From an optimization exercise on the open Yosys and OpenROAD flow, aimed at small area, a short achievable clock period and few clock cycles per item; shortcuts taken in it are not production practice. RTL that was checked went through simulation tests only; none was proved equivalent to the original. For runs 1 to 4, only the layout was checked, not whether the RTL still works.

$ cat flow/run.sh
#!/bin/bash
# synth_recipe.tcl (not shown) runs the flow's synth.tcl, then flattens the netlist and writes it again
# the make line also repeats each setting of config.mk as NAME=value (left out here)
make -C /OpenROAD-flow-scripts/flow DESIGN_CONFIG=/design/flow/config.mk WORK_HOME=/design/flow/orfs CLKGATE_MAP_FILE= SYNTH_SCRIPT=/design/flow/synth_recipe.tcl finish
$ cat flow/config.mk
export PLATFORM = sky130hd
export DESIGN_NAME = ml_demodulator
export DESIGN_NICKNAME = ml_demodulator
export VERILOG_FILES = /design/flow/design.v
export SDC_FILE = /design/flow/constraint.sdc
export NUM_CORES = 4
export LEC_CHECK = 0
export CAP_MARGIN = 20
export CORE_MARGIN = 2
export CORE_UTILIZATION = 40
export PLACE_DENSITY = 0.6
export SLEW_MARGIN = 20
$ cat flow/constraint.sdc
create_clock -name core_clock -period 11.0 [get_ports {i_clk}]
set_input_delay 2.2000 -clock core_clock [delete_from_list [all_inputs] [get_ports {i_clk}]]
set_output_delay 2.2000 -clock core_clock [all_outputs]
set_load 0.01 [all_outputs]
$ cat flow/design.v
module rsmul (
    r_r, 
    r_i, 
    s_r, 
    mul_r, 
    mul_i
);
    input signed [5:0] r_r, r_i;
    input [1:0] s_r;
    output signed [8:0] mul_r, mul_i;
    wire signed [2:0] s;
    assign s = {1'b0, s_r};
    assign mul_r = s * r_r;
    assign mul_i = s * r_i;
endmodule
module ml_demodulator(
    i_clk,
    i_reset,
    i_trig,
    i_y_hat,
    i_r,
    i_rd_rdy,
    o_rd_vld,
    o_llr,
    o_hard_bit
);
input i_clk;
input i_reset;
input i_trig;
input [159:0] i_y_hat;
input [319:0] i_r;
input i_rd_rdy;
output o_rd_vld;
output [7:0] o_llr;
output o_hard_bit;
function [11:0] abs1;             
    input [11:0] x;
    abs1 = x[11] ? ~x : x;
endfunction
function [11:0] sx10;             
    input [9:0] x;
    sx10 = {{2{x[9]}}, x};
endfunction
function [9:0] rsx;
    input [9:0] r, i;
    input s, t;
    rsx = (r ^ {10{s}}) + (i ^ {10{t}});
endfunction
function [11:0] wmin;
    input [11:0] x;
    input [9:0]  a;
    reg   [11:0] w;
    begin
        w = abs1(x) + {3'b111, ~(a[8:0] ^ {9{a[9]}})} + {11'd0, ~x[11]};
        wmin = abs1(w);
    end
endfunction
function warg;
    input [11:0] x;
    input [9:0]  a;
    warg = a[9] ? (~x[11] | (&x)) : x[11];
endfunction
wire [39:0] r34, r24, r14, r23, r13, r12;
wire [19:0] r44, r33, r22, r11;
assign {r44, r34, r24, r14, r33, r23, r13, r22, r12, r11} = i_r;
wire [39:0] y4 = i_y_hat[159:120], y3 = i_y_hat[119:80], y2 = i_y_hat[79:40], y1 = i_y_hat[39:0];
reg [5:0] y4r, y4i, y3r, y3i, y2r, y2i, y1r, y1i;
reg [9:0] q44, q33, q22, q11;
reg [9:0] q34r, q34i, q24r, q24i, q14r, q14i, q23r, q13r, q13i, q12r, q12i;
reg [7:0] q23i;
always @(posedge i_clk) begin
    if (i_trig) begin
        y4r <= y4[18:13]; y4i <= y4[38:33];
        y3r <= y3[18:13]; y3i <= y3[38:33];
        y2r <= y2[18:13]; y2i <= y2[38:33];
        y1r <= y1[18:13]; y1i <= y1[38:33];
        q44 <= r44[19:10]; q33 <= r33[19:10]; q22 <= r22[19:10]; q11 <= r11[19:10];
        q34r <= r34[19:10]; q34i <= r34[39:30];
        q24r <= r24[19:10]; q24i <= r24[39:30];
        q14r <= r14[19:10]; q14i <= r14[39:30];
        q23r <= r23[19:10]; q23i <= r23[39:32];
        q13r <= r13[19:10]; q13i <= r13[39:30];
        q12r <= r12[19:10]; q12i <= r12[39:30];
    end
end
function [11:0] y12;
    input [5:0] y;
    reg [7:0] t;
    begin
        t = {{2{y[5]}}, y} + {y[5], y, 1'b0};
        y12 = {{2{t[7]}}, t, 2'b00};
    end
endfunction
reg        run;         
reg [3:0]  idx;         
reg        vB, vC, vD;
reg [3:0]  idxB, idxC, idxD;
always @(posedge i_clk or posedge i_reset) begin
    if (i_reset) begin
        run <= 1'b0; idx <= 4'd0;
        vB <= 1'b0; vC <= 1'b0; vD <= 1'b0;
    end else begin
        if (i_trig) begin
            run <= 1'b1; idx <= 4'd0;
        end else if (run) begin
            idx <= idx + 4'd1;
            if (idx == 4'd15) run <= 1'b0;
        end
        vB <= run; vC <= vB; vD <= vC;
    end
end
wire [1:0] j4 = idx[3:2];
wire [1:0] m  = idx[1:0];
wire [9:0]  rs44r = q44 ^ {{9{j4[0]}}, 1'b1};
wire [9:0]  rs44i = q44 ^ {{9{j4[1]}}, 1'b1};
wire [11:0] a4r = y12(y4r) - sx10(rs44r);
wire [11:0] a4i = y12(y4i) - sx10(rs44i);
wire [9:0]  rs34r = rsx(q34r, q34i, j4[0], ~j4[1]);
wire [9:0]  rs34i = rsx(q34r, q34i, j4[1],  j4[0]);
wire [11:0] x3r = y12(y3r) - sx10(rs34r) - sx10(q33 ^ {10{m[0]}});
wire [11:0] x3i = y12(y3i) - sx10(rs34i) - sx10(q33 ^ {10{m[1]}});
wire [12:0] lA = abs1(a4r) + abs1(a4i) + abs1(x3r) + abs1(x3i);
wire [9:0]  rs24r = rsx(q24r, q24i, j4[0], ~j4[1]);
wire [9:0]  rs24i = rsx(q24r, q24i, j4[1],  j4[0]);
wire [10:0] t23r = {1'b0, q23r} ^ {{9{m[0]}}, 2'b0};
wire [10:0] t23r2 = {q23i ^ {8{~m[1]}}, 2'b00};
wire [10:0] t23i = {q23r[9:1] ^ {9{m[1]}}, 1'b0};
wire [10:0] t23i2 = {q23i[7:1] ^ {7{m[0]}}, 3'b0};
wire [9:0]  rs23r = t23r[9:0] + t23r2[9:0];
wire [9:0]  rs23i = t23i[9:0] + t23i2[9:0];
wire [11:0] x2r = {y12(y2r)} + 12'd2 - sx10(rs24r) - sx10(rs23r);
wire [11:0] x2i = {y12(y2i)} + 12'd2 - sx10(rs24i) - sx10(rs23i);
wire [9:0]  rs14r = rsx(q14r, q14i, j4[0], ~j4[1]);
wire [9:0]  rs14i = rsx(q14r, q14i, j4[1],  j4[0]);
wire [9:0]  rs13r = rsx(q13r, q13i, m[0], ~m[1]);
wire [9:0]  rs13i = rsx(q13r, q13i, m[1],  m[0]);
wire [11:0] x1br = y12(y1r) - sx10(rs14r) - sx10(rs13r);
wire [11:0] x1bi = y12(y1i) - sx10(rs14i) - sx10(rs13i);
reg [11:0] x2rB, x2iB, x1brB, x1biB;
reg [12:0] lB;
always @(posedge i_clk) begin
    x2rB <= x2r; x2iB <= x2i; x1brB <= x1br; x1biB <= x1bi;
    lB <= lA;
    idxB <= idx;
end
wire        p2r = warg(x2rB, q22);
wire        p2i = warg(x2iB, q22);
wire [12:0] lBn = lB + wmin(x2rB, q22) + wmin(x2iB, q22);
wire [9:0]  rs12r = rsx(q12r, q12i, p2r, ~p2i);
wire [9:0]  rs12i = rsx(q12r, q12i, p2i,  p2r);
wire [11:0] x1r = x1brB - sx10(rs12r);
wire [11:0] x1i = x1biB - sx10(rs12i);
reg [11:0] x1rC, x1iC;
reg [12:0] lC;
reg [1:0]  p2C;
always @(posedge i_clk) begin
    x1rC <= x1r; x1iC <= x1i;
    lC <= lBn;
    p2C <= {p2i, p2r};
    idxC <= idxB;
end
wire        p1r = warg(x1rC, q11);
wire        p1i = warg(x1iC, q11);
wire [12:0] tC = lC + wmin(x1rC, q11) + wmin(x1iC, q11);
reg [12:0] tD;
reg [1:0]  p1D, p2D;
always @(posedge i_clk) begin
    tD <= tC;
    p1D <= {p1i, p1r};
    p2D <= p2C;
    idxD <= idxC;
end
reg [12:0] best;
reg [7:0]  res;
reg        have;
reg [2:0]  ptr;
wire take = vD & ((idxD == 4'd0) | (tD < best));
wire rd   = i_rd_rdy & have;
always @(posedge i_clk) begin
    if (take) begin
        best <= tD;
        res  <= {idxD, p2D, p1D};
    end
end
always @(posedge i_clk or posedge i_reset) begin
    if (i_reset) begin
        have <= 1'b0;
        ptr  <= 3'd0;
    end else begin
        if (vD & (idxD == 4'd15)) begin
            have <= 1'b1;
            ptr  <= 3'd0;
        end else if (rd) begin
            ptr <= ptr + 3'd1;
            if (ptr == 3'd7) have <= 1'b0;
        end
    end
end
assign o_rd_vld   = rd;
assign o_hard_bit = res[ptr];
assign o_llr      = {o_hard_bit, 6'b000000, 1'b1};
endmodule
==> out/qor.csv, run 1 <==
metric;value;unit
Overall Global Routing Usage;17.6;%
setup TNS;0;ns
biggest cell delay along the critical path;0.83;ns
WHS Endpoint;idxC[1];
max_slew headroom;28.6;%
total grt overflow;0;
largest cells by area after synthesis;edfxtp_1 24%, ha_1 15%, xnor2_1 10%;
sequential fraction of the synthesis area;33.5;%
synth unique cells;75;
share of Yosys cell area claimed by the top area cell type;23.6;%
commonest non-fill, non-tap cell in the layout;ha_1;
drc violations;0;
post-CTS setup buffers;0;
wire per inst;16.6;um
clock tree buffer depth;3;
vias in the first global route;19983;
synthesized cell area;28900;um2
initial antenna violation count;2;
reg-to-reg critical path endpoint;lB[11];
Post-synth EDFFs;227;
kind of critical path;flip-flop to flip-flop;
final worst path period share;73.0;%
global-route wire length before repair;104;mm
Reg2Reg Depth;31;
Clock Latency Late Sink;0.58;ns
Final Util;46.9;%
Worst-Margin Slew;1.06;ns
RSZ-0062 raised after global routing;no;
HP Start;idxB[1];
crit path max fanout;38;
CTS Sinks;368;
synth warn;1;
Die H;273;um
clk_skew;0.0167;ns
dominant synthesized flop cell;edfxtp_1;
TritonCTS clock tree;yes;
H-tree levels;2;
Worst path most repeated cell;fa_1;
synthesis-to-layout area growth;16.0;%
GR Util met2;29.3;%
min-delay worst type;flip-flop to flip-flop;
CP max stage cell;dfrtp_4;
die width;273;um
HPWL after DPL;53.6;mm
Final Critical Period;8.03;ns
post-CTS sizing;0;
Die Footprint;74500;um2
worst hold stages;0;
core box area;71500;um2
Nets;3907;
Setup crit start kind;flip-flop;
initial detailed-routing violation count;834;
Max Cap Violations;0;
row cnt;98;
Syn Area/Cell;10.6;um2
largest area contributor in the synthesized netlist;edfxtp_1;
Vias;19477;
Initial Util;40.4;%
CP arrival;8.52;ns
share of layout cells above drive strength 1;3.70;%
M3 GR Usage;2.49;%
Detailed Route WL;65.4;mm
final-report max-slew violation count;0;
final hold violation count;0;
CTS Root Cell;clkbuf_16;
FF+latch count, synth;368;
Worst setup EP type;flip-flop;
via/cell ratio;4.96;
Buffers on Ports;212;
Post-synth ARST share;3.26;%
hold buffer count at CTS;0;
Reg clk slew, reported paths;0.06;ns
IO Count;494;
run status;no timing/DRC/antenna violations;
drt first pass iters;5;
WP data required;11.49;ns
Routability Congestion;0.876;
DRT antenna net count;0;
final setup fails;0;
GR Util met1;23.5;%
R2R Path Start;idx[3];
Num CTS Buffers;43;
highest clock rate;0.125;GHz
most frequent cells in the layout;356 x ha_1, 329 x xnor2_1, 289 x xor2_1, 285 x inv_1, 227 x edfxtp_1;
setup slack, reg-to-reg;2.97;ns
Syn Inst Count;2727;
largest net degree at the start of global routing;80;
global route hottest layer;met2;
## Yosys cell counts (all sizes together), types with 9 or more instances
cell / number
ha: 356
xnor2: 331
xor2: 290
inv: 285
edfxtp: 227
a21oi: 177
dfxtp: 129
fa: 125
nor2: 104
o21ai: 84
nand2: 81
a21o: 75
buf: 45
nor3: 42
o21bai: 39
nand2b: 26
nor2b: 26
nand3: 25
nand4: 21
o21a: 19
and3: 15
clkbuf: 14
nor4: 13
a2111oi: 12
dfrtp: 12
o311ai: 12
a21boi: 9
mux2i: 9
nand3b: 9
or4: 9
## worst max-delay path, delay by kind of cell, from the launching register on
kind	cells	cell delay [ns]
AO/OA/AOI/OAI	11	2.02
XOR/XNOR	2	0.34
adder cells (fa/ha/maj)	7	2.64
buffers and inverters	5	0.93
flip-flops	1	0.83
AND/OR/NAND/NOR	6	1.18
## final cells by class
class / count / area (um2)
clock buffer: 66 / 1360
clock inverter: 12 / 123
fill: 6563 / 37900
multi-input combinational: 2020 / 17900
timing repair buffer: 224 / 2220
sequential: 368 / 9710
inverter: 285 / 1070
tap: 950 / 1190
antenna: 2 / 5.00
## state kept, by name (all words and copies together), names as in the netlist, 12 cells and up
register,count
best,13
lB,13
lC,13
tD,13
x1biB,12
x1brB,12
x1iC,12
x1rC,12
x2iB,12
x2rB,12
## metrics by stage
stage	cell area (um2)	hold slack (ns)	worst slack, ns	std cells
3_3_place_gp	32100	0.312	3.00	3847
3_5_place_dp	32100	0.312	2.92	3847
5_1_grt	33500	0.328	2.29	3925
2_1_floorplan	28900	0.310	3.67	2732
4_1_cts	33500	0.325	2.90	3925
6_report	33600	0.326	2.97	3927
## how the worst max path moves through the flow
| stage | slack [ns] | cells after the start | from | end |
|---|---|---|---|---|
| after floorplan | 3.67 | 33 | idx[2] | lB[11] |
| after global placement | 3.00 | 31 | idx[3] | lB[11] |
| after detailed placement | 2.92 | 31 | idx[3] | lB[11] |
| after CTS | 2.90 | 31 | idx[3] | lB[11] |
| after global routing | 2.29 | 33 | idx[3] | lB[11] |
| final | 2.97 | 31 | idx[3] | lB[11] |
## logic make-up (layout without fill, tap and decap cells)
| logic type | after synthesis | after routing | share of synthesized area (%) |
|---|---|---|---|
| adders and majority gates | 481 | 481 | 24.1 |
| other | 2 | 9 | 0.0260 |
| AOI/OAI and AO/OA | 486 | 486 | 10.8 |
| xor gates and xnor gates | 623 | 623 | 19.0 |
| DFF | 368 | 368 | 33.5 |
| buffers and inverters | 344 | 587 | 4.69 |
| muxes | 14 | 14 | 0.584 |
| and+or+nand+nor | 409 | 409 | 7.23 |
## per-layer routing
metal  routed length (um)  vias to the layer above
met5                    0                        -
met4                 1860                        0
met3                 2580                       86
met2                30400                      317
met1                30500                     9251
li1                     -                     9823
==> run 2: changes to the inputs <==
--- a/flow/design.v
+++ b/flow/design.v
@@ -119,7 +119,7 @@
 wire [9:0]  rs34i = rsx(q34r, q34i, j4[1],  j4[0]);
 wire [11:0] x3r = y12(y3r) - sx10(rs34r) - sx10(q33 ^ {10{m[0]}});
 wire [11:0] x3i = y12(y3i) - sx10(rs34i) - sx10(q33 ^ {10{m[1]}});
-wire [12:0] lA = abs1(a4r) + abs1(a4i) + abs1(x3r) + abs1(x3i);
+wire [12:0] l4 = abs1(a4r) + abs1(a4i);
 wire [9:0]  rs24r = rsx(q24r, q24i, j4[0], ~j4[1]);
 wire [9:0]  rs24i = rsx(q24r, q24i, j4[1],  j4[0]);
 wire [10:0] t23r = {1'b0, q23r} ^ {{9{m[0]}}, 2'b0};
@@ -136,16 +136,17 @@
 wire [9:0]  rs13i = rsx(q13r, q13i, m[1],  m[0]);
 wire [11:0] x1br = y12(y1r) - sx10(rs14r) - sx10(rs13r);
 wire [11:0] x1bi = y12(y1i) - sx10(rs14i) - sx10(rs13i);
-reg [11:0] x2rB, x2iB, x1brB, x1biB;
+reg [11:0] x2rB, x2iB, x1brB, x1biB, x3rB, x3iB;
 reg [12:0] lB;
 always @(posedge i_clk) begin
     x2rB <= x2r; x2iB <= x2i; x1brB <= x1br; x1biB <= x1bi;
-    lB <= lA;
+    x3rB <= x3r; x3iB <= x3i;
+    lB <= l4;
     idxB <= idx;
 end
 wire        p2r = warg(x2rB, q22);
 wire        p2i = warg(x2iB, q22);
-wire [12:0] lBn = lB + wmin(x2rB, q22) + wmin(x2iB, q22);
+wire [12:0] lBn = lB + abs1(x3rB) + abs1(x3iB) + wmin(x2rB, q22) + wmin(x2iB, q22);
 wire [9:0]  rs12r = rsx(q12r, q12i, p2r, ~p2i);
 wire [9:0]  rs12i = rsx(q12r, q12i, p2i,  p2r);
 wire [11:0] x1r = x1brB - sx10(rs12r);
@@ -175,7 +176,8 @@
 reg        have;
 reg [2:0]  ptr;
 wire take = vD & ((idxD == 4'd0) | (tD < best));
-wire rd   = i_rd_rdy & have;
+wire last = vD & (idxD == 4'd15);
+wire rd   = i_rd_rdy & (have | last);
 always @(posedge i_clk) begin
     if (take) begin
         best <= tD;
@@ -187,9 +189,9 @@
         have <= 1'b0;
         ptr  <= 3'd0;
     end else begin
-        if (vD & (idxD == 4'd15)) begin
+        if (last) begin
             have <= 1'b1;
-            ptr  <= 3'd0;
+            ptr  <= {2'b00, i_rd_rdy};
         end else if (rd) begin
             ptr <= ptr + 3'd1;
             if (ptr == 3'd7) have <= 1'b0;
@@ -197,6 +199,6 @@
     end
 end
 assign o_rd_vld   = rd;
-assign o_hard_bit = res[ptr];
+assign o_hard_bit = last ? (take ? p1D[0] : res[0]) : res[ptr];
 assign o_llr      = {o_hard_bit, 6'b000000, 1'b1};
 endmodule
==> run 2 against run 1 <==
Core utilization barely moved; critical path depth fell by 9; critical path type unchanged; highest routed layer unchanged.
==> out/qor.csv, run 2 <==
metric;value;unit;change
CP arrival;6.62;ns;was 8.52 ns
clk_skew;0.0245;ns;was 0.0167 ns
Routability Congestion;0.879;;was 0.876
Worst-Margin Slew;0.906;ns;was 1.06 ns
Initial Util;40.4;%;about the same
total grt overflow;0;;unchanged
share of layout cells above drive strength 1;4.07;%;was 3.70%
global-route wire length before repair;102;mm;was 104 mm
drc violations;0;;unchanged
Num CTS Buffers;45;;was 43
share of Yosys cell area claimed by the top area cell type;23.1;%;was 23.6%
setup slack, reg-to-reg;4.88;ns;was 2.97 ns
Worst setup EP type;flip-flop;;unchanged
Setup WS pre-CTS;4.88;ns;was 2.92 ns
Synth Area in Adders;23.4;%;was 24.1%
synthesis-to-layout area growth;16.1;%;was 16.0%
Post-synth ARST share;3.08;%;was 3.26%
main combinational cell family by area after synthesis;adder cells;;unchanged
dominant synthesized flop cell;edfxtp_1;;unchanged
run status;no timing/DRC/antenna violations;;unchanged
row cnt;99;;was 98
via/cell ratio;4.92;;was 4.96
min-delay worst type;flip-flop to flip-flop;;unchanged
Final Util;46.9;%;about the same
TritonCTS clock tree;yes;;unchanged
core box area;73100;um2;was 71500 um2
wire per inst;15.9;um;was 16.6 um
Post-synth EDFFs;227;;unchanged
GR Util met2;28.4;%;was 29.3%
Max Cap Violations;0;;unchanged
post-CTS sizing;0;;unchanged
global route hottest layer;met2;;unchanged
GR Util met1;22.7;%;was 23.5%
Die H;276;um;was 273 um
Syn Area/Cell;10.6;um2;about the same
highest clock rate;0.163;GHz;was 0.125 GHz
synth unique cells;77;;was 75
synth warn;1;;unchanged
M3 GR Usage;2.02;%;was 2.49%
Post-Synth XOR/XNOR Area;18.4;%;was 19.0%
final setup fails;0;;unchanged
kind of critical path;flip-flop to flip-flop;;unchanged
WP data required;11.50;ns;was 11.49 ns
CTS Sinks;390;;was 368
Final WS setup;4.88;ns;was 2.97 ns
IO Count;494;;unchanged
Antenna Cells;0;;was 2
Buffers on Ports;212;;unchanged
post-CTS setup buffers;0;;unchanged
H-tree levels;2;;unchanged
vias in the first global route;20118;;was 19983
commonest non-fill, non-tap cell in the layout;ha_1;;unchanged
Simple-Gate Fraction of Synth Area;6.84;%;was 7.23%
final worst path period share;55.7;%;was 73.0%
initial detailed-routing violation count;778;;was 834
Die Footprint;76000;um2;was 74500 um2
Reg clk slew, reported paths;0.06;ns;about the same
synthesized cell area;29500;um2;was 28900 um2
HPWL after DPL;52.1;mm;was 53.6 mm
die width;276;um;was 273 um
mux contribution to synthesized area;0.843;%;was 0.584%
drt first pass iters;16;;was 5
Clock Latency Late Sink;0.59;ns;was 0.58 ns
sequential fraction of the synthesis area;34.3;%;was 33.5%
largest net degree at the start of global routing;96;;was 80
initial antenna violation count;0;;was 2
most numerous cell in the Yosys netlist;ha_1;;unchanged
setup TNS;0;ns;unchanged
Vias;19721;;was 19477
final hold violation count;0;;unchanged
Setup crit start kind;flip-flop;;unchanged
Detailed Route WL;63.7;mm;was 65.4 mm
Syn Inst Count;2791;;was 2727
hold buffer count at CTS;0;;unchanged
fill count;6738;;was 6563
RSZ-0062 raised after global routing;no;;unchanged
FF+latch count, synth;390;;was 368
post-synthesis compound-gate area fraction;11.1;%;was 10.8%
DRT antenna net count;0;;unchanged
largest cells by area after synthesis;edfxtp_1 23%, ha_1 15%, dfxtp_1 10%;;was edfxtp_1 24%, ha_1 15%, xnor2_1 10%
most frequent cells in the layout;352 x ha_1, 335 x inv_1, 309 x xor2_1, 300 x xnor2_1, 227 x edfxtp_1;;was 356 x ha_1, 329 x xnor2_1, 289 x xor2_1, 285 x inv_1, 227 x edfxtp_1
crit path max fanout;13;;was 38
synth cell count leaders;352 x ha_1, 335 x inv_1, 309 x xor2_1;;was 356 x ha_1, 329 x xnor2_1, 289 x xor2_1
biggest regs;best (13), lC (13), tD (13);;
largest area contributor in the synthesized netlist;edfxtp_1;;unchanged
Final Critical Period;6.12;ns;was 8.03 ns
Nets;3974;;was 3907
clock tree buffer depth;3;;unchanged
Overall Global Routing Usage;16.7;%;was 17.6%
max_slew headroom;39.2;%;was 28.6%
CTS Root Cell;clkbuf_16;;unchanged
final-report max-slew violation count;0;;unchanged
## run 2: layer usage
layer	routed length, um	part of all wire [%]
met5	0	0
met4	1320	2.1
met3	2000	3.1
met2	30300	48
met1	30100	47
## run 2: through the flow
step	std cells	hold slack [ns]	cell area [um2]
CTS	4009	0.326	34300
floorplan	2796	0.310	29500
global placement	3925	0.311	32700
global route	4009	0.330	34300
detailed placement	3925	0.312	32700
finish	4009	0.326	34300
## run 2: layout make-up
cell class,instances,area (um2),share of cell area [%]
Clock buffer,62,1290,3.77
Clock inverter,22,262,0.763
Inverter,335,1260,3.67
Multi-Input combinational cell,2019,17900,52.3
Sequential cell,390,10100,29.6
Tap cell,959,1200,3.50
Timing Repair Buffer,222,2200,6.42
## run 2: path summary, 6_finish.rpt
path	startpoint	to	depth (start not counted)
worst max-delay path	q22[9]	lC[11]	22
worst min-delay path	idxC[2]	idxD[2]	0
worst max register to register	q22[9]	lC[11]	22
worst min register to register	idxC[2]	idxD[2]	0
max in group asynchronous	i_reset	idx[3]	2
min in group asynchronous	i_reset	ptr[0]	2
## run 2: cell families (layout without fill, tap and decap cells)
group / Yosys count / in the layout
compound gates: 514 / 514
xor+xnor: 614 / 614
fa+ha+maj: 477 / 477
buf+inv: 387 / 641
flops: 390 / 390
mux: 22 / 22
other cells: 2 / 7
simple gates: 385 / 385
## run 2: critical path, stage by stage, from the launching register on
cell and delay [ns]:
edfxtp_1 0.87, xnor2_1 0.26, ha_1 0.42, a21oi_1 0.18
nand2_1 0.08, o211ai_1 0.18, a31oi_1 0.11, o211ai_2 0.30
nand2_2 0.21, xor2_1 0.21, fa_1 0.55, inv_1 0.05
fa_1 0.47, inv_1 0.04, ha_1 0.20, fa_1 0.46
a21o_1 0.18, a21oi_1 0.21, o21bai_1 0.10, a21oi_1 0.22
o21ai_0 0.18, or4_1 0.45, nand3_1 0.10
==> run 3: changes to the inputs <==
--- a/flow/config.mk
+++ b/flow/config.mk
@@ -9,4 +9,5 @@
 export CORE_MARGIN = 2
 export CORE_UTILIZATION = 40
 export PLACE_DENSITY = 0.6
+export SETUP_SLACK_MARGIN = 5
 export SLEW_MARGIN = 20
==> run 3 against run 2 <==
Largest cell class unchanged; highest routed layer unchanged; critical path type is now input port to output port; cell count is 0.15% higher; count of clock-buffer cells in the layout unchanged; maximum frequency is 7.6% higher.
==> out/qor.csv, run 3 <==
metric;value;unit;change
run status;no timing/DRC/antenna violations;;unchanged
HP Start;idxC[2];;unchanged
Reg2Reg Depth;20;;was 22
CTS Sinks;390;;unchanged
Routability Congestion;0.879;;unchanged
main combinational cell family by area after synthesis;adder cells;;unchanged
Buffers on Ports;212;;unchanged
Worst setup EP type;output port;;was flip-flop
dominant synthesized flop cell;edfxtp_1;;unchanged
WP data required;8.80;ns;was 11.50 ns
initial detailed-routing violation count;846;;was 778
row cnt;99;;unchanged
Worst-Margin Slew;0.879;ns;was 0.906 ns
R2R Path Start;q22[9];;unchanged
final setup fails;0;;unchanged
Reg clk slew, reported paths;0.06;ns;about the same
largest area contributor in the synthesized netlist;edfxtp_1;;unchanged
Final WS setup;5.31;ns;was 4.88 ns
Die Footprint;76000;um2;unchanged
setup TNS;0;ns;unchanged
CP cell instances;clkdlybuf4s50_1 -> o21a_1 -> clkdlybuf4s50_1;;was xnor2_1 -> ha_1 -> a21oi_1 -> nand2_1 -> o211ai_1 -> a31oi_1 -> o211ai_2 -> nand2_2 -> xor2_1 -> fa_1 -> inv_1 -> fa_1 -> inv_1 -> ha_1 -> fa_1 -> a21o_1 -> a21oi_1 -> o21bai_1 -> a21oi_1 -> o21ai_0 -> or4_1 -> nand3_1
via/cell ratio;4.93;;was 4.92
share of Yosys cell area claimed by the top area cell type;23.1;%;unchanged
Syn Inst Count;2791;;unchanged
TritonCTS clock tree;yes;;unchanged
drc violations;0;;unchanged
commonest non-fill, non-tap cell in the layout;ha_1;;unchanged
biggest cell delay along the critical path;0.58;ns;was 0.87 ns
Simple-Gate Fraction of Synth Area;6.84;%;unchanged
DRT antenna net count;0;;unchanged
min-delay worst type;flip-flop to flip-flop;;unchanged
CP arrival;3.49;ns;was 6.62 ns
synth unique cells;77;;unchanged
share of layout cells above drive strength 1;4.38;%;was 4.07%
Clock Latency Late Sink;0.59;ns;about the same
Detailed Route WL;63.7;mm;about the same
initial antenna violation count;0;;unchanged
Overall Global Routing Usage;16.7;%;about the same
Post-synth EDFFs;227;;unchanged
largest net degree at the start of global routing;96;;unchanged
largest cells by area after synthesis;edfxtp_1 23%, ha_1 15%, dfxtp_1 10%;;unchanged
synth warn;1;;unchanged
Num CTS Buffers;45;;unchanged
total grt overflow;0;;unchanged
WL met3;1.97;mm;was 2.00 mm
Synth Area in Adders;23.4;%;unchanged
H-tree levels;2;;unchanged
clk_skew;0.0243;ns;was 0.0245 ns
delay-heaviest family, CP;buffers and inverters;;was adder cells
highest clock rate;0.176;GHz;was 0.163 GHz
CTS Root Cell;clkbuf_16;;unchanged
synth cell count leaders;352 x ha_1, 335 x inv_1, 309 x xor2_1;;unchanged
Buf+Inv Stages, Crit Path;2;;unchanged
final hold violation count;0;;unchanged
mux contribution to synthesized area;0.843;%;unchanged
wire per inst;15.9;um;about the same
RSZ-0062 raised after global routing;no;;unchanged
biggest regs;best (13), lC (13), tD (13);;unchanged
CP Depth;3;;was 22
drt first pass iters;16;;unchanged
max_slew headroom;41.0;%;was 39.2%
FF+latch count, synth;390;;unchanged
Die H;276;um;unchanged
most numerous cell in the Yosys netlist;ha_1;;unchanged
synthesized cell area;29500;um2;unchanged
global-route wire length before repair;102;mm;about the same
M1 WL;30.0;mm;was 30.1 mm
HPWL after DPL;52.1;mm;unchanged
worst hold stages;0;;unchanged
reg-to-reg critical path endpoint;lC[11];;unchanged
Setup crit start kind;input port;;was flip-flop
Initial Util;40.4;%;unchanged
post-synthesis compound-gate area fraction;11.1;%;unchanged
synthesis-to-layout area growth;16.4;%;was 16.1%
clock tree buffer depth;3;;unchanged
final-report max-slew violation count;0;;unchanged
Post-Synth XOR/XNOR Area;18.4;%;unchanged
fill count;6737;;was 6738
Nets;3980;;was 3974
final worst path period share;51.7;%;was 55.7%
Max Cap Violations;0;;unchanged
Syn Area/Cell;10.6;um2;unchanged
Worst path most repeated cell;clkdlybuf4s50_1;;
most frequent cells in the layout;352 x ha_1, 335 x inv_1, 309 x xor2_1, 297 x xnor2_1, 227 x edfxtp_1;;was 352 x ha_1, 335 x inv_1, 309 x xor2_1, 300 x xnor2_1, 227 x edfxtp_1
Setup WS pre-CTS;4.88;ns;unchanged
kind of critical path;input port to output port;;was flip-flop to flip-flop
Final Critical Period;5.69;ns;was 6.12 ns
die width;276;um;unchanged
crit path max fanout;4;;was 13
Post-synth ARST share;3.08;%;unchanged
setup slack, reg-to-reg;5.37;ns;was 4.88 ns
met2 wire len;30.3;mm;about the same
sequential fraction of the synthesis area;34.3;%;unchanged
IO Count;494;;unchanged
core box area;73100;um2;unchanged
vias in the first global route;20124;;was 20118
Vias;19796;;was 19721
WHS Endpoint;idxD[2];;unchanged
CP max stage cell;clkdlybuf4s50_1;;was edfxtp_1
hold buffer count at CTS;0;;unchanged
Antenna Cells;0;;unchanged
Top Layer Used;met4;;unchanged
-- run 3: cell count changes in the layout (fill, tap and decap cells not counted), sizes merged --
cell,delta
buf,+6
-- run 3: how the worst max path moves through the flow --
stage | slack (ns) | end | startpoint
after floorplan | 5.74 | lC[11] | q22[9]
after global placement | 4.96 | lC[11] | q22[9]
after CTS | 5.19 | lC[11] | x2rB[11]
final | 5.31 | o_rd_vld | i_rd_rdy
after global routing | 4.99 | lC[11] | q22[9]
after detailed placement | 4.88 | lC[11] | q22[9]
-- run 3: what timing repair did --
action	in CTS	in global routing
pin swaps	0	1
gates resized for setup	0	5
buffers inserted	5	1
endpoints found under the setup margin	1	1
-- run 3: layout make-up --
class	instances	area (um2)	share of cell area [%]
timing repair buffer	228	2250	6.54
sequential	390	10200	29.5
tap	959	1200	3.49
clock buffer	62	1290	3.76
clock inverter	22	262	0.761
multi-input combinational	2019	18000	52.3
inverter	335	1260	3.66
-- run 3: metal layers --
metal,track usage [%],vias to the layer above
li1,-,10028
met1,22.7,9374
met2,28.4,318
met3,2.02,76
met4,4.12,0
met5,0,-
-- run 3: per-stage QoR --
stage	hold WS (ns)	area (um2)	utilization [%]	instances
finish	0.326	34400	47.0	4015
global route	0.330	34400	47.0	4015
floorplan	0.310	29500	-	2796
CTS	0.326	34300	47.0	4014
detailed placement	0.312	32700	44.8	3925
global placement	0.311	32700	44.8	3925
-- run 3: cells by family (layout without fill, tap and decap cells) --
group | count (synthesis) | after routing
and+or+nand+nor | 385 | 385
DFF | 390 | 390
buffers and inverters | 387 | 647
AOI/OAI and AO/OA | 514 | 514
adders and majority gates | 477 | 477
xor gates and xnor gates | 614 | 614
other | 2 | 7
muxes | 22 | 22
==> run 4: changes to the inputs <==
==> flow/flow/run.sh (new file) <==
#!/bin/bash
# Standard layout, with the port buffers made of plain buffer cells
# (buf_2) instead of the delay-buffer cells buffer_ports picks by default.
set -o pipefail
cp standard.sh standard.sh.txt 2>/dev/null
export BUFFER_PORTS_ARGS="-buffer_cell sky130_fd_sc_hd__buf_2"
bash standard.sh > standard_flow.log 2>&1
==> flow/standard.sh (new file) <==
#!/bin/bash
# synth_recipe.tcl (not shown) runs the flow's synth.tcl, then flattens the netlist and writes it again
# the make line also repeats each setting of config.mk as NAME=value (left out here)
make -C /OpenROAD-flow-scripts/flow DESIGN_CONFIG=/design/flow/config.mk WORK_HOME=/design/flow/orfs CLKGATE_MAP_FILE= SYNTH_SCRIPT=/design/flow/synth_recipe.tcl "${@:-finish}"
--- a/flow/config.mk
+++ b/flow/config.mk
@@ -9,5 +9,4 @@
 export CORE_MARGIN = 2
 export CORE_UTILIZATION = 40
 export PLACE_DENSITY = 0.6
-export SETUP_SLACK_MARGIN = 5
 export SLEW_MARGIN = 20
removed: flow/run.sh
==> run 4 against run 3 <==
Core utilization decreased by 1.6 points; area after synthesis unchanged; routed wire length decreased by 4.4%; critical path depth increased by 19; sequential cell count unchanged; design area decreased by 3.4%; clock skew decreased by 0.0042 ns; register-to-register slack got worse by 0.44 ns; die area unchanged; hold slack got worse by 0.0082 ns; highest routed layer unchanged.
==> out/qor.csv, run 4 <==
metric;value;unit;change
sequential fraction of the synthesis area;34.3;%;unchanged
post-CTS sizing;0;;unchanged
Nets;3973;;was 3980
Vias;19219;;was 19796
worst hold stages;0;;unchanged
final worst path period share;55.2;%;was 51.7%
Antenna Cells;0;;unchanged
post-CTS setup buffers;0;;was 5
Worst setup EP type;flip-flop;;was output port
CTS Root Cell;clkbuf_16;;unchanged
placed cell areas;31700;um2;was 32700 um2
Reg clk slew, reported paths;0.06;ns;about the same
synth cell count leaders;352 x ha_1, 335 x inv_1, 309 x xor2_1;;unchanged
drt first pass iters;15;;was 16
core box area;73100;um2;unchanged
setup slack, reg-to-reg;4.93;ns;was 5.37 ns
IO Count;494;;unchanged
Post-synth ARST share;3.08;%;unchanged
Setup WS pre-CTS;4.95;ns;was 4.88 ns
synth unique cells;77;;unchanged
biggest cell delay along the critical path;0.88;ns;was 0.58 ns
DRT antenna net count;0;;unchanged
Buffers on Ports;212;;unchanged
share of layout cells above drive strength 1;10.9;%;was 4.38%
dominant synthesized flop cell;edfxtp_1;;unchanged
max_slew headroom;39.6;%;was 41.0%
FF+latch count, synth;390;;unchanged
Routability Congestion;0.841;;was 0.879
crit path max fanout;13;;was 4
drc violations;0;;unchanged
most numerous cell in the Yosys netlist;ha_1;;unchanged
HPWL after DPL;49.4;mm;was 52.1 mm
WP data required;11.49;ns;was 8.80 ns
share of Yosys cell area claimed by the top area cell type;23.1;%;unchanged
Setup crit start kind;flip-flop;;was input port
HP Start;p2C[0];;was idxC[2]
Overall Global Routing Usage;16.1;%;was 16.7%
clk_skew;0.0201;ns;was 0.0243 ns
kind of critical path;flip-flop to flip-flop;;was input port to output port
CP max stage cell;edfxtp_1;;was clkdlybuf4s50_1
synthesis-to-layout area growth;12.4;%;was 16.4%
initial antenna violation count;1;;was 0
Finished Cell Area;33200;um2;was 34400 um2
reg-to-reg critical path endpoint;lC[11];;unchanged
setup TNS;0;ns;unchanged
RSZ-0062 raised after global routing;no;;unchanged
die width;276;um;unchanged
CTS Sinks;390;;unchanged
most frequent cells in the layout;352 x ha_1, 335 x inv_1, 309 x xor2_1, 300 x xnor2_1, 227 x edfxtp_1;;was 352 x ha_1, 335 x inv_1, 309 x xor2_1, 297 x xnor2_1, 227 x edfxtp_1
WHS Endpoint;p2D[0];;was idxD[2]
synthesized cell area;29500;um2;unchanged
final setup fails;0;;unchanged
Syn Area/Cell;10.6;um2;unchanged
largest area contributor in the synthesized netlist;edfxtp_1;;unchanged
Num CTS Buffers;44;;was 45
largest net degree at the start of global routing;132;;was 96
Final WS setup;4.93;ns;was 5.31 ns
commonest non-fill, non-tap cell in the layout;ha_1;;unchanged
Syn Inst Count;2791;;unchanged
wire per inst;15.2;um;was 15.9 um
biggest regs;best (13), lC (13), tD (13);;unchanged
Max Cap Violations;0;;unchanged
total grt overflow;0;;unchanged
TritonCTS clock tree;yes;;unchanged
Detailed Route WL;60.9;mm;was 63.7 mm
Worst-Margin Slew;0.900;ns;was 0.879 ns
final hold violation count;0;;unchanged
largest cells by area after synthesis;edfxtp_1 23%, ha_1 15%, dfxtp_1 10%;;unchanged
CP arrival;6.57;ns;was 3.49 ns
highest clock rate;0.165;GHz;was 0.176 GHz
vias in the first global route;18968;;was 20124
via/cell ratio;4.80;;was 4.93
clock tree buffer depth;3;;unchanged
hold buffer count at CTS;0;;unchanged
min-delay worst type;flip-flop to flip-flop;;unchanged
Final Critical Period;6.07;ns;was 5.69 ns
run status;no timing/DRC/antenna violations;;unchanged
fill count;6930;;was 6737
Clock Latency Late Sink;0.57;ns;was 0.59 ns
final-report max-slew violation count;0;;unchanged
row cnt;99;;unchanged
global-route wire length before repair;97.4;mm;was 102 mm
Initial Util;40.4;%;unchanged
Reg2Reg Depth;22;;was 20
H-tree levels;2;;unchanged
initial detailed-routing violation count;712;;was 846
R2R Path Start;q22[9];;unchanged
Die H;276;um;unchanged
CP cell instances;xnor2_1 -> ha_1 -> a21oi_1 -> nand2_1 -> o211ai_1 -> a31oi_1 -> o211ai_2 -> nand2_2 -> xor2_1 -> fa_1 -> inv_1 -> fa_1 -> inv_1 -> ha_1 -> fa_1 -> a21o_1 -> a21oi_1 -> o21bai_1 -> a21oi_1 -> o21ai_0 -> or4_1 -> nand3_1;;was clkdlybuf4s50_1 -> o21a_1 -> clkdlybuf4s50_1
synth warn;1;;unchanged
Post-synth EDFFs;227;;unchanged
Die Footprint;76000;um2;unchanged
==> run 4: cell counts after synthesis <==
Identical to the previous run, type by type.
==> run 4: cell type report <==
| type | instances | area (um2) | area share [%] |
|---|---|---|---|
| Tap cell | 959 | 1200 | 3.62 |
| Inverter | 335 | 1260 | 3.79 |
| Clock inverter | 16 | 155 | 0.468 |
| Clock buffer | 62 | 1340 | 4.05 |
| Sequential cell | 390 | 10100 | 30.6 |
| Multi-Input combinational cell | 2019 | 17900 | 54.0 |
| Timing Repair Buffer | 222 | 1160 | 3.49 |
==> run 4: critical path, delay by kind of cell (launching register included) <==
kind,cells,cell delay (ns)
fa+ha+maj,5,2.12
compound gates,9,1.61
flops,1,0.88
simple gates,4,0.81
xor+xnor,2,0.48
buf+inv,2,0.09
==> run 4: worst max path at each step <==
stage	from	endpoint	depth (start not counted)
after floorplan	q22[9]	lC[11]	22
after global placement	q22[9]	lC[11]	22
after detailed placement	q22[9]	lC[11]	22
after CTS	q22[9]	lC[11]	22
after global routing	q22[9]	lC[11]	21
final	q22[9]	lC[11]	22
==> run 4: per-stage QoR <==
| stage | utilization, % | instances | hold slack, ns |
|---|---|---|---|
| after CTS | 45.4 | 4003 | 0.319 |
| after global placement | 43.4 | 3925 | 0.310 |
| after global routing | 45.4 | 4003 | 0.330 |
| after floorplan | - | 2796 | 0.310 |
| after detailed placement | 43.4 | 3925 | 0.313 |
| final | 45.4 | 4003 | 0.318 |
==> run 4: routing by layer <==
metal,part of all wire (%),GRT usage [%],wire length [um],vias up
met5,0,0,0,-
met4,2.0,3.95,1200,0
met3,3.1,2.31,1910,66
met2,46,26.3,28000,221
met1,49,22.5,29800,8918
li1,-,-,-,10014
==> run 4: cells by family after synthesis <==
logic type                 count (synthesis)  share of synthesized area [%]
DFF                                      390                           34.3
other                                      2                         0.0254
muxes                                     22                          0.843
adders and majority gates                477                           23.4
AOI/OAI and AO/OA                        514                           11.1
and+or+nand+nor                          385                           6.84
buffers and inverters                    387                           5.07
xor gates and xnor gates                 614                           18.4
==> run 5: changes to the inputs <==
--- a/flow/design.v
+++ b/flow/design.v
@@ -51,7 +51,7 @@
     input [9:0]  a;
     reg   [11:0] w;
     begin
-        w = abs1(x) + {3'b111, ~(a[8:0] ^ {9{a[9]}})} + {11'd0, ~x[11]};
+        w = abs1(x) + {3'b111, a[8:0]} + {11'd0, ~x[11]};
         wmin = abs1(w);
     end
 endfunction
@@ -74,7 +74,8 @@
         y3r <= y3[18:13]; y3i <= y3[38:33];
         y2r <= y2[18:13]; y2i <= y2[38:33];
         y1r <= y1[18:13]; y1i <= y1[38:33];
-        q44 <= r44[19:10]; q33 <= r33[19:10]; q22 <= r22[19:10]; q11 <= r11[19:10];
+        q44 <= r44[19:10]; q33 <= r33[19:10]; q22 <= {r22[19], ~(r22[18:10] ^ {9{r22[19]}})};
+        q11 <= {r11[19], ~(r11[18:10] ^ {9{r11[19]}})};
         q34r <= r34[19:10]; q34i <= r34[39:30];
         q24r <= r24[19:10]; q24i <= r24[39:30];
         q14r <= r14[19:10]; q14i <= r14[39:30];
==> flow/flow/run.sh (replaced) <==
#!/bin/bash
# Standard layout (the standard.sh), with the port buffers made of plain
# buffer cells (buf_1) instead of the delay-buffer cells buffer_ports picks
# by default. Every input and output port still gets its own buffer.
set -o pipefail
export BUFFER_PORTS_ARGS="-buffer_cell sky130_fd_sc_hd__buf_1"
bash standard.sh > standard_flow.log 2>&1
--- a/flow/config.mk
+++ b/flow/config.mk
@@ -9,4 +9,5 @@
 export CORE_MARGIN = 2
 export CORE_UTILIZATION = 40
 export PLACE_DENSITY = 0.6
+export SETUP_SLACK_MARGIN = 5
 export SLEW_MARGIN = 20
==> run 5 against run 4 <==
Still clean on timing, DRC and antenna; non-clock buffer count up 7; cell count fell by 3.5%; core utilization is 0.28 points lower; register-to-register slack improved by 0.41 ns; area after synthesis decreased by 3.2%; synthesized cell count decreased by 5.3%; count of clock-buffer cells in the layout is 6 lower; critical path type unchanged; highest routed layer unchanged.
==> out/qor.csv, run 5 <==
metric;value;unit;change
Clock Latency Late Sink;0.60;ns;was 0.57 ns
synth cell count leaders;354 x ha_1, 330 x xnor2_1, 310 x inv_1;;was 352 x ha_1, 335 x inv_1, 309 x xor2_1
core box area;71100;um2;was 73100 um2
die width;271;um;was 276 um
Initial Util;40.2;%;was 40.4%
final worst path period share;51.5;%;was 55.2%
final cell count without fillers;3863;;was 4003
drc violations;0;;unchanged
CTS Root Cell;clkbuf_16;;unchanged
biggest regs;best (13), lC (13), tD (13);;unchanged
clock tree buffer depth;3;;unchanged
Syn Inst Count;2643;;was 2791
most numerous cell in the Yosys netlist;ha_1;;unchanged
min-delay worst type;flip-flop to flip-flop;;unchanged
via/cell ratio;4.73;;was 4.80
Reg2Reg Depth;24;;was 22
synthesized cell area;28600;um2;was 29500 um2
worst hold stages;0;;unchanged
largest net degree at the start of global routing;79;;was 132
wire per inst;15.7;um;was 15.2 um
final setup fails;0;;unchanged
run status;no timing/DRC/antenna violations;;unchanged
Die H;271;um;was 276 um
synthesis-to-layout area growth;12.3;%;was 12.4%
row cnt;98;;was 99
final-report max-slew violation count;0;;unchanged
Post-synth EDFFs;227;;unchanged
Overall Global Routing Usage;16.6;%;was 16.1%
Die Footprint;73600;um2;was 76000 um2
RSZ-0062 raised after global routing;yes;;was no
share of Yosys cell area claimed by the top area cell type;23.8;%;was 23.1%
Final WS setup;5.34;ns;was 4.93 ns
vias in the first global route;18925;;was 18968
Detailed Route WL;60.8;mm;was 60.9 mm
fill count;6752;;was 6930
dominant synthesized flop cell;edfxtp_1;;unchanged
TritonCTS clock tree;yes;;unchanged
share of layout cells above drive strength 1;4.26;%;was 10.9%
synth unique cells;61;;was 77
largest area contributor in the synthesized netlist;edfxtp_1;;unchanged
Setup crit start kind;flip-flop;;unchanged
Routability Congestion;0.849;;was 0.841
Final Critical Period;5.66;ns;was 6.07 ns
global-route wire length before repair;97.4;mm;about the same
DRT antenna net count;0;;unchanged
placed cells;3772;;was 3925
Vias;18269;;was 19219
Worst setup EP type;flip-flop;;unchanged
max_slew headroom;32.7;%;was 39.6%
Buffers on Ports;212;;unchanged
Reg area;10200;um2;was 10100 um2
kind of critical path;flip-flop to flip-flop;;unchanged
initial antenna violation count;3;;was 1
H-tree levels;2;;unchanged
Post-synth ARST share;3.08;%;unchanged
clk_skew;0.0280;ns;was 0.0201 ns
Num CTS Buffers;46;;was 44
HPWL after DPL;50.3;mm;was 49.4 mm
crit path max fanout;13;;unchanged
Syn Area/Cell;10.8;um2;was 10.6 um2
FF+latch count, synth;390;;unchanged
sequential fraction of the synthesis area;35.5;%;was 34.3%
commonest non-fill, non-tap cell in the layout;ha_1;;unchanged
final hold violation count;0;;unchanged
area of the multi-input gates;17100;um2;was 17900 um2
Max Cap Violations;0;;unchanged
Reg clk slew, reported paths;0.06;ns;about the same
synth warn;1;;unchanged
CP arrival;6.18;ns;was 6.57 ns
IO Count;494;;unchanged
Worst-Margin Slew;1.00;ns;was 0.900 ns
most frequent cells in the layout;354 x ha_1, 330 x xnor2_1, 310 x inv_1, 302 x xor2_1, 227 x edfxtp_1;;was 352 x ha_1, 335 x inv_1, 309 x xor2_1, 300 x xnor2_1, 227 x edfxtp_1
Setup WS pre-CTS;4.97;ns;was 4.95 ns
hold buffer count at CTS;0;;unchanged
largest cells by area after synthesis;edfxtp_1 24%, ha_1 15%, dfxtp_1 11%;;was edfxtp_1 23%, ha_1 15%, dfxtp_1 10%
Nets;3838;;was 3973
highest clock rate;0.177;GHz;was 0.165 GHz
setup TNS;0;ns;unchanged
total grt overflow;0;;unchanged
CTS Sinks;390;;unchanged
WP data required;11.52;ns;was 11.49 ns
initial detailed-routing violation count;678;;was 712
drt first pass iters;7;;was 15
[run 5: cell count changes after synthesis, moves of 10 or more]
cell,previous run,this run
xnor2_1,300,330
inv_1,335,310
nor3_1,34,10
o21ai_0,94,71
or4_1,24,3
a21o_1,72,88
nor2_1,82,98
nand4_1,31,16
and3_1,13,0
nor4_1,16,4
nand2_1,77,66
a2111oi_0,10,0
o21a_1,19,29
[run 5: path summary, 6_finish.rpt]
check | slack, ns | end | startpoint
setup / recovery | 5.34 | lC[11] | x2rB[11]
hold / removal | 0.33 | idxD[3] | idxC[3]
min in group asynchronous | 1.61 | ptr[2] | i_reset
hold reg to reg | 0.33 | idxD[3] | idxC[3]
max in group asynchronous | 8.96 | idx[3] | i_reset
setup reg to reg | 5.34 | lC[11] | x2rB[11]
[run 5: cell families after synthesis]
kind of cell / after synthesis / synth area share [%]
fa+ha+maj: 479 / 24.2
xor+xnor: 633 / 19.4
simple gates: 270 / 4.38
flops: 390 / 35.5
compound gates: 493 / 10.9
buf+inv: 360 / 4.89
other cells: 2 / 0.0263
mux: 16 / 0.674
[run 5: layout make-up]
class | count | area share [%]
multi-input combinational | 1898 | 53.2
inverter | 310 | 3.63
clock inverter | 27 | 0.928
timing repair buffer | 229 | 2.89
tap | 950 | 3.70
clock buffer | 56 | 3.97
antenna | 3 | 0.0234
sequential | 390 | 31.6
[run 5: metrics by stage]
step | utilization, % | cell area, um2 | hold slack [ns]
2_1_floorplan | - | 28600 | 0.310
3_3_place_gp | 42.8 | 30500 | 0.314
3_5_place_dp | 42.8 | 30500 | 0.312
4_1_cts | 45.1 | 32000 | 0.326
5_1_grt | 45.1 | 32100 | 0.333
6_report | 45.1 | 32100 | 0.326
[run 5: per-layer routing]
| layer | vias up | routed length [um] | GRT usage (%) | part of all wire, % |
|---|---|---|---|---|
| li1 | 9365 | - | - | - |
| met5 | - | 0 | 0 | 0 |
| met2 | 254 | 27600 | 26.6 | 45 |
| met3 | 87 | 2050 | 2.39 | 3.4 |
| met1 | 8563 | 29500 | 23.0 | 48 |
| met4 | 0 | 1700 | 5.45 | 2.8 |
[run 5: timing repair]
action | CTS | global route
setup buffers | 0 | 5
resized for setup | 1 | 3
setup endpoints to repair | 1 | 3
pin swaps | 0 | 1
[run 5: worst max-delay path, cell delays in order, from the launching register on]
cell and delay, ns:
dfxtp_4 0.45, xor2_1 0.21, ha_1 0.33, a21o_1 0.18, a21oi_1 0.16, nor2_1 0.06
a31oi_1 0.15, o31a_1 0.21, nor2b_1 0.23, nand2_2 0.22, xnor2_1 0.21, fa_1 0.54
inv_1 0.05, fa_1 0.48, inv_1 0.04, ha_1 0.21, fa_1 0.46, a21oi_1 0.19
nor2_1 0.06, nor2_1 0.16, o21bai_1 0.09, a21oi_1 0.23, o21bai_1 0.15, or4_1 0.41
nand4_1 0.10
Testbench counts of run 5, summed over its fixed seeds: cycles 24,968, items 960.
==> run 6: changes to the inputs <==
==> flow/flow/run.sh (replaced) <==
#!/bin/bash
# Standard layout (the standard.sh), with the port buffers made of plain
# buffer cells (buf_2) instead of the delay-buffer cells buffer_ports picks
# by default. Every input and output port still gets its own buffer.
set -o pipefail
export BUFFER_PORTS_ARGS="-buffer_cell sky130_fd_sc_hd__buf_2"
bash standard.sh > standard_flow.log 2>&1
==> run 6 against run 5 <==
Cell count about the same; clock skew decreased by 0.011 ns; maximum frequency increased by 1.4%; largest cell class unchanged; register-to-register slack improved by 0.08 ns; still clean on timing, DRC and antenna; sequential cell count unchanged; setup slack improved by 0.077 ns; critical path depth decreased by 1; hold slack got worse by 0.00080 ns.
==> out/qor.csv, run 6 <==
metric;value;unit;change
CTS Root Cell;clkbuf_16;;unchanged
Die H;271;um;unchanged
CTS Sinks;390;;unchanged
vias in the first global route;18772;;was 18925
Max Cap Violations;0;;unchanged
reg-to-reg critical path endpoint;lC[11];;unchanged
wire per inst;15.7;um;about the same
Post-synth EDFFs;227;;unchanged
synth cell count leaders;354 x ha_1, 330 x xnor2_1, 310 x inv_1;;unchanged
Syn Inst Count;2643;;unchanged
most numerous cell in the Yosys netlist;ha_1;;unchanged
Worst-Margin Slew;1.03;ns;was 1.00 ns
sequential fraction of the synthesis area;35.5;%;unchanged
final worst path period share;50.8;%;was 51.5%
crit path max fanout;9;;was 13
highest clock rate;0.179;GHz;was 0.177 GHz
setup TNS;0;ns;unchanged
synthesized cell area;28600;um2;unchanged
Worst setup EP type;flip-flop;;unchanged
run status;no timing/DRC/antenna violations;;unchanged
largest cells by area after synthesis;edfxtp_1 24%, ha_1 15%, dfxtp_1 11%;;unchanged
drc violations;0;;unchanged
initial antenna violation count;3;;unchanged
biggest regs;best (13), lC (13), tD (13);;unchanged
Overall Global Routing Usage;16.4;%;was 16.6%
synth unique cells;61;;unchanged
CP arrival;6.10;ns;was 6.18 ns
DRT antenna net count;0;;unchanged
final hold violation count;0;;unchanged
setup slack, reg-to-reg;5.41;ns;was 5.34 ns
synthesis-to-layout area growth;13.1;%;was 12.3%
final setup fails;0;;unchanged
drt first pass iters;4;;was 7
final-report max-slew violation count;0;;unchanged
largest area contributor in the synthesized netlist;edfxtp_1;;unchanged
clock tree buffer depth;3;;unchanged
Clock Latency Late Sink;0.58;ns;was 0.60 ns
worst hold stages;0;;unchanged
Final Critical Period;5.59;ns;was 5.66 ns
Setup crit start kind;flip-flop;;unchanged
commonest non-fill, non-tap cell in the layout;ha_1;;unchanged
global-route wire length before repair;96.1;mm;was 97.4 mm
min-delay worst type;flip-flop to flip-flop;;unchanged
FF+latch count, synth;390;;unchanged
HPWL after DPL;50.0;mm;was 50.3 mm
Syn Area/Cell;10.8;um2;unchanged
Buffers on Ports;212;;unchanged
Nets;3837;;was 3838
Detailed Route WL;60.6;mm;was 60.8 mm
Die Footprint;73600;um2;unchanged
total grt overflow;0;;unchanged
clk_skew;0.0169;ns;was 0.0280 ns
kind of critical path;flip-flop to flip-flop;;unchanged
IO Count;494;;unchanged
most frequent cells in the layout;354 x ha_1, 330 x xnor2_1, 310 x inv_1, 302 x xor2_1, 227 x edfxtp_1;;unchanged
via/cell ratio;4.76;;was 4.73
largest net degree at the start of global routing;81;;was 79
die width;271;um;unchanged
max_slew headroom;31.4;%;was 32.7%
share of layout cells above drive strength 1;11.5;%;was 4.26%
initial detailed-routing violation count;684;;was 678
TritonCTS clock tree;yes;;unchanged
Reg clk slew, reported paths;0.06;ns;about the same
Finished Cell Area;32300;um2;was 32100 um2
dominant synthesized flop cell;edfxtp_1;;unchanged
Num CTS Buffers;46;;unchanged
synth warn;1;;unchanged
row cnt;98;;unchanged
WHS Endpoint;p2D[1];;was idxD[3]
share of Yosys cell area claimed by the top area cell type;23.8;%;unchanged
Post-synth ARST share;3.08;%;unchanged
R2R Path Start;q22[4];;was x2rB[11]
Initial Util;40.2;%;unchanged
H-tree levels;2;;unchanged
WP data required;11.51;ns;was 11.52 ns
hold buffer count at CTS;0;;unchanged
Reg2Reg Depth;23;;was 24
core box area;71100;um2;unchanged
Routability Congestion;0.864;;was 0.849
Vias;18387;;was 18269
final hold slack;0.325;ns;was 0.326 ns
RSZ-0062 raised after global routing;yes;;unchanged
placed cell areas;30700;um2;was 30500 um2
HP Start;p2C[1];;was idxC[3]
[run 6: worst max-delay path by stage]
stage / slack [ns] / start / cells after the start / end
after CTS: 5.08 / x2rB[11] / 23 / lC[11]
after global placement: 5.22 / x2rB[11] / 23 / lC[11]
final: 5.41 / q22[4] / 23 / lC[11]
after global routing: 4.99 / x2rB[11] / 24 / lC[11]
after floorplan: 5.77 / x2rB[11] / 24 / lC[11]
after detailed placement: 5.11 / x2rB[11] / 23 / lC[11]
[run 6: routing by layer]
metal	vias up	global-route usage (%)	part of all wire [%]
met5	-	0	0
met1	8685	22.4	48
li1	9376	-	-
met2	251	26.9	46
met4	0	4.57	2.2
met3	75	2.49	3.3
[run 6: cell type report]
type / instances / area (um2)
Fill cell: 6658 / 38800
Multi-Input combinational cell: 1898 / 17100
Sequential cell: 390 / 10200
Clock buffer: 58 / 1230
Timing Repair Buffer: 228 / 1190
Tap cell: 950 / 1190
Inverter: 310 / 1160
Clock inverter: 25 / 297
Antenna cell: 3 / 7.51
[run 6: critical path, cell delays in order, from the launching register on]
cell and delay (ns):
edfxtp_1 0.53, ha_1 0.44, a21o_1 0.18, a21oi_1 0.18, nor2_1 0.07, a31oi_1 0.15, o31a_1 0.20, nor2b_1 0.22
nand2_2 0.22, xnor2_1 0.21, fa_1 0.54, inv_1 0.05, fa_1 0.47, inv_1 0.04, ha_1 0.20, fa_1 0.46
a21oi_1 0.16, nor2_1 0.05, nor2_1 0.15, o21bai_1 0.09, a21oi_1 0.23, o21bai_1 0.15, or4_1 0.42, nand4_1 0.10
[run 6: timing repair]
action / CTS / global route
endpoints found under the hold margin: 0 / 0
endpoints found under the setup margin: 0 / 4
buffers inserted: 0 / 5
resized for setup: 0 / 4
[run 6: metrics by stage]
stage	worst slack (ns)	utilization [%]	cells
finish	5.41	45.4	3862
global route	4.99	45.4	3861
CTS	5.08	45.4	3854
detailed placement	5.11	43.2	3771
global placement	5.22	43.2	3771
floorplan	5.77	-	2648
[run 6: kinds of logic (layout without fill, tap and decap cells)]
| family | count (synthesis) | after routing | synth area share [%] |
|---|---|---|---|
| xor+xnor | 633 | 633 | 19.4 |
| buf+inv | 360 | 621 | 4.89 |
| compound gates | 493 | 493 | 10.9 |
| simple gates | 270 | 270 | 4.38 |
| mux | 16 | 16 | 0.674 |
| fa+ha+maj | 479 | 479 | 24.2 |
| flops | 390 | 390 | 35.5 |
| other cells | 2 | 10 | 0.0263 |
==> run 7: changes to the inputs <==
==> flow/flow/run.sh (replaced) <==
#!/bin/bash
# Standard layout (the standard.sh), with
#  - the port buffers made of plain buffer cells (buf_2) instead of the
#    delay-buffer cells buffer_ports picks by default (every input and
#    output port still gets its own buffer);
#  - timing repair asked to over-fix setup by 6.3 ns (the constraints and
#    the clock period are unchanged).
set -o pipefail
export BUFFER_PORTS_ARGS="-buffer_cell sky130_fd_sc_hd__buf_2"
export SETUP_SLACK_MARGIN=6.3
bash standard.sh > standard_flow.log 2>&1
--- a/flow/config.mk
+++ b/flow/config.mk
@@ -9,5 +9,4 @@
 export CORE_MARGIN = 2
 export CORE_UTILIZATION = 40
 export PLACE_DENSITY = 0.6
-export SETUP_SLACK_MARGIN = 5
 export SLEW_MARGIN = 20
==> run 7 against run 6 <==
Still clean; cell count up 2.6%; first-iteration DRC count increased by 14%; hold slack got worse by 0.00087 ns; core utilization rose by 2.5 points; maximum frequency up 14%; area after synthesis unchanged; sequential share of layout area shrank 1.6 points; design area up 5.5%; count of clock-buffer cells in the layout shrank 5; die area did not move; synthesized cell count unchanged; critical path type unchanged; critical endpoint unchanged.
==> out/qor.csv, run 7 <==
metric;value;unit;change
run status;no timing/DRC/antenna violations;;unchanged
final hold violation count;0;;unchanged
crit path max fanout;5;;was 9
IO Count;494;;unchanged
Setup crit start kind;flip-flop;;unchanged
Nets;3936;;was 3837
Final WS setup;6.08;ns;was 5.41 ns
WP data required;11.51;ns;about the same
RSZ-0062 raised after global routing;yes;;unchanged
Worst setup EP type;flip-flop;;unchanged
synthesized cell area;28600;um2;unchanged
Syn Inst Count;2643;;unchanged
highest clock rate;0.203;GHz;was 0.179 GHz
CTS Sinks;390;;unchanged
worst hold stages;0;;unchanged
clock tree buffer depth;3;;unchanged
initial detailed-routing violation count;778;;was 684
commonest non-fill, non-tap cell in the layout;ha_1;;unchanged
drt first pass iters;5;;was 4
via/cell ratio;4.81;;was 4.76
dominant synthesized flop cell;edfxtp_1;;unchanged
Routability Congestion;0.864;;about the same
H-tree levels;2;;unchanged
R2R Path Start;x2rB[11];;was q22[4]
Initial Util;40.2;%;unchanged
synthesis-to-layout area growth;19.3;%;was 13.1%
Die H;271;um;unchanged
core box area;71100;um2;unchanged
Die Footprint;73600;um2;unchanged
WHS Endpoint;idxD[3];;was p2D[1]
largest net degree at the start of global routing;79;;was 81
share of Yosys cell area claimed by the top area cell type;23.8;%;unchanged
die width;271;um;unchanged
CP arrival;5.43;ns;was 6.10 ns
initial antenna violation count;6;;was 3
final cell count without fillers;3963;;was 3862
final setup fails;0;;unchanged
FF+latch count, synth;390;;unchanged
Detailed Route WL;64.7;mm;was 60.6 mm
Vias;19047;;was 18387
kind of critical path;flip-flop to flip-flop;;unchanged
CTS Root Cell;clkbuf_16;;unchanged
Buffers on Ports;212;;unchanged
Post-synth ARST share;3.08;%;unchanged
Clock Latency Late Sink;0.59;ns;was 0.58 ns
Syn Area/Cell;10.8;um2;unchanged
reg-to-reg critical path endpoint;lC[11];;unchanged
biggest cell delay along the critical path;0.50;ns;was 0.54 ns
row cnt;98;;unchanged
HP Start;idxC[3];;was p2C[1]
share of layout cells above drive strength 1;19.3;%;was 11.5%
global-route wire length before repair;101;mm;was 96.1 mm
vias in the first global route;19460;;was 18772
setup slack, reg-to-reg;6.08;ns;was 5.41 ns
DRT antenna net count;0;;unchanged
Reg clk slew, reported paths;0.06;ns;about the same
total grt overflow;0;;unchanged
biggest regs;best (13), lC (13), tD (13);;unchanged
placed cells;3772;;was 3771
HPWL after DPL;50.4;mm;was 50.0 mm
synth warn;1;;unchanged
final-report max-slew violation count;0;;unchanged
Buf+Inv Stages, Crit Path;3;;was 2
largest cells by area after synthesis;edfxtp_1 24%, ha_1 15%, dfxtp_1 11%;;unchanged
final worst path period share;44.7;%;was 50.8%
==> run 7: cell counts after synthesis <==
No cell type changed its count.
==> run 7: worst reg2reg max path, stage by stage, from the launching register on <==
cell and delay (ns):
dfxtp_4 0.37, buf_6 0.14, xor2_1 0.16, ha_2 0.19, a21o_1 0.19, a21oi_2 0.15
nor2_1 0.06, a31oi_1 0.13, o31a_1 0.21, nor2b_4 0.20, nand2_4 0.09, xnor2_2 0.14
fa_1 0.50, inv_2 0.04, fa_1 0.50, inv_2 0.06, ha_4 0.16, fa_2 0.35
a21oi_2 0.14, nor2_1 0.05, nor2_1 0.15, o21bai_1 0.10, a21oi_2 0.18, o21bai_2 0.09
or4_1 0.41, nand4_1 0.09
==> run 7: cell type report <==
cell class | count | area [um2]
antenna | 3 | 7.51
clock buffer | 53 | 1220
clock inverter | 32 | 322
fill | 6573 | 37000
inverter | 310 | 1160
multi-input combinational | 1899 | 17900
sequential | 390 | 10200
tap | 950 | 1190
timing repair buffer | 326 | 2130
==> run 7: logic make-up (layout without fill, tap and decap cells) <==
family / Yosys count / in the layout / share of synthesized area (%)
compound gates: 493 / 493 / 10.9
xor+xnor: 633 / 633 / 19.4
fa+ha+maj: 479 / 479 / 24.2
buf+inv: 360 / 721 / 4.89
flops: 390 / 390 / 35.5
mux: 16 / 16 / 0.674
other cells: 2 / 10 / 0.0263
simple gates: 270 / 271 / 4.38
==> run 7: repair_timing <==
action | in CTS | in global routing
gates cloned | 2 | 2
buffers inserted | 50 | 49
endpoints found under the setup margin | 46 | 37
pin swaps | 37 | 87
gates resized for setup | 78 | 113
==> run 7: routing by layer <==
layer,up-vias,track usage (%),part of all wire [%],wire (um)
met3,99,2.49,3.6,2310
met1,9063,24.1,48,31200
met4,0,5.45,3.1,1980
met5,-,0,0,0
met2,305,27.5,45,29200
li1,9580,-,-,-
==> run 7: per-stage QoR <==
stage	utilization, %	instance area, um2
after detailed placement	43.3	30800
after global routing	47.9	34100
after CTS	46.6	33100
after global placement	43.3	30800
after floorplan	-	28700
final	47.9	34100
==> run 7: worst max-delay path by stage <==
stage	from	endpoint	slack, ns	depth (start not counted)
2_1_floorplan	x2rB[11]	lC[11]	6.12	25
3_3_place_gp	x2rB[11]	lC[11]	5.52	24
3_5_place_dp	x2rB[11]	lC[11]	5.40	24
4_1_cts	x2rB[11]	lC[11]	6.05	25
5_1_grt	x2rB[11]	lC[11]	5.81	25
6_report	x2rB[11]	lC[11]	6.08	25

[afterwards: timing with drivers on the ports]
The results above use ideal ports. As a check the final layouts listed here were re-extracted and re-timed, cells and wires unchanged. Step 1: set_driving_cell puts a clkbuf_16 on i_clk and a buf_2 on each other input, an assumption about the parent block. Step 2 also shifts input and output timing later by t, the mid clock arrival at the registers, as if the neighbouring blocks saw the same clock. Slacks: ideal ports / drivers / drivers and shift; pairs: ideal ports / drivers.
run | t (ns) | setup slack, ns | worst hold slack (ns) | worst setup path after step 2
run 1 | 0.636 | 2.968 / 2.968 / 2.968 | 0.326 / 0.326 / 0.326 | register to register
run 2 | 0.629 | 4.878 / 4.878 / 4.878 | 0.326 / 0.326 / 0.326 | register to register
run 3 | 0.629 | 5.311 / 5.283 / 5.283 | 0.326 / 0.326 / 0.326 | input to output
run 4 | 0.623 | 4.926 / 4.926 / 4.926 | 0.318 / 0.318 / 0.318 | register to register
run 5 | 0.649 | 5.337 / 5.337 / 5.337 | 0.326 / 0.326 / 0.326 | register to register
run 6 | 0.640 | 5.414 / 5.414 / 5.414 | 0.325 / 0.325 / 0.325 | register to register
run 7 | 0.641 | 6.084 / 6.084 / 6.084 | 0.324 / 0.324 / 0.324 | register to register
After both steps every run listed still meets setup and hold. The setup slack of run 3, which loses most, moves by -0.028 ns with the drivers and by -0.028 ns with both steps.
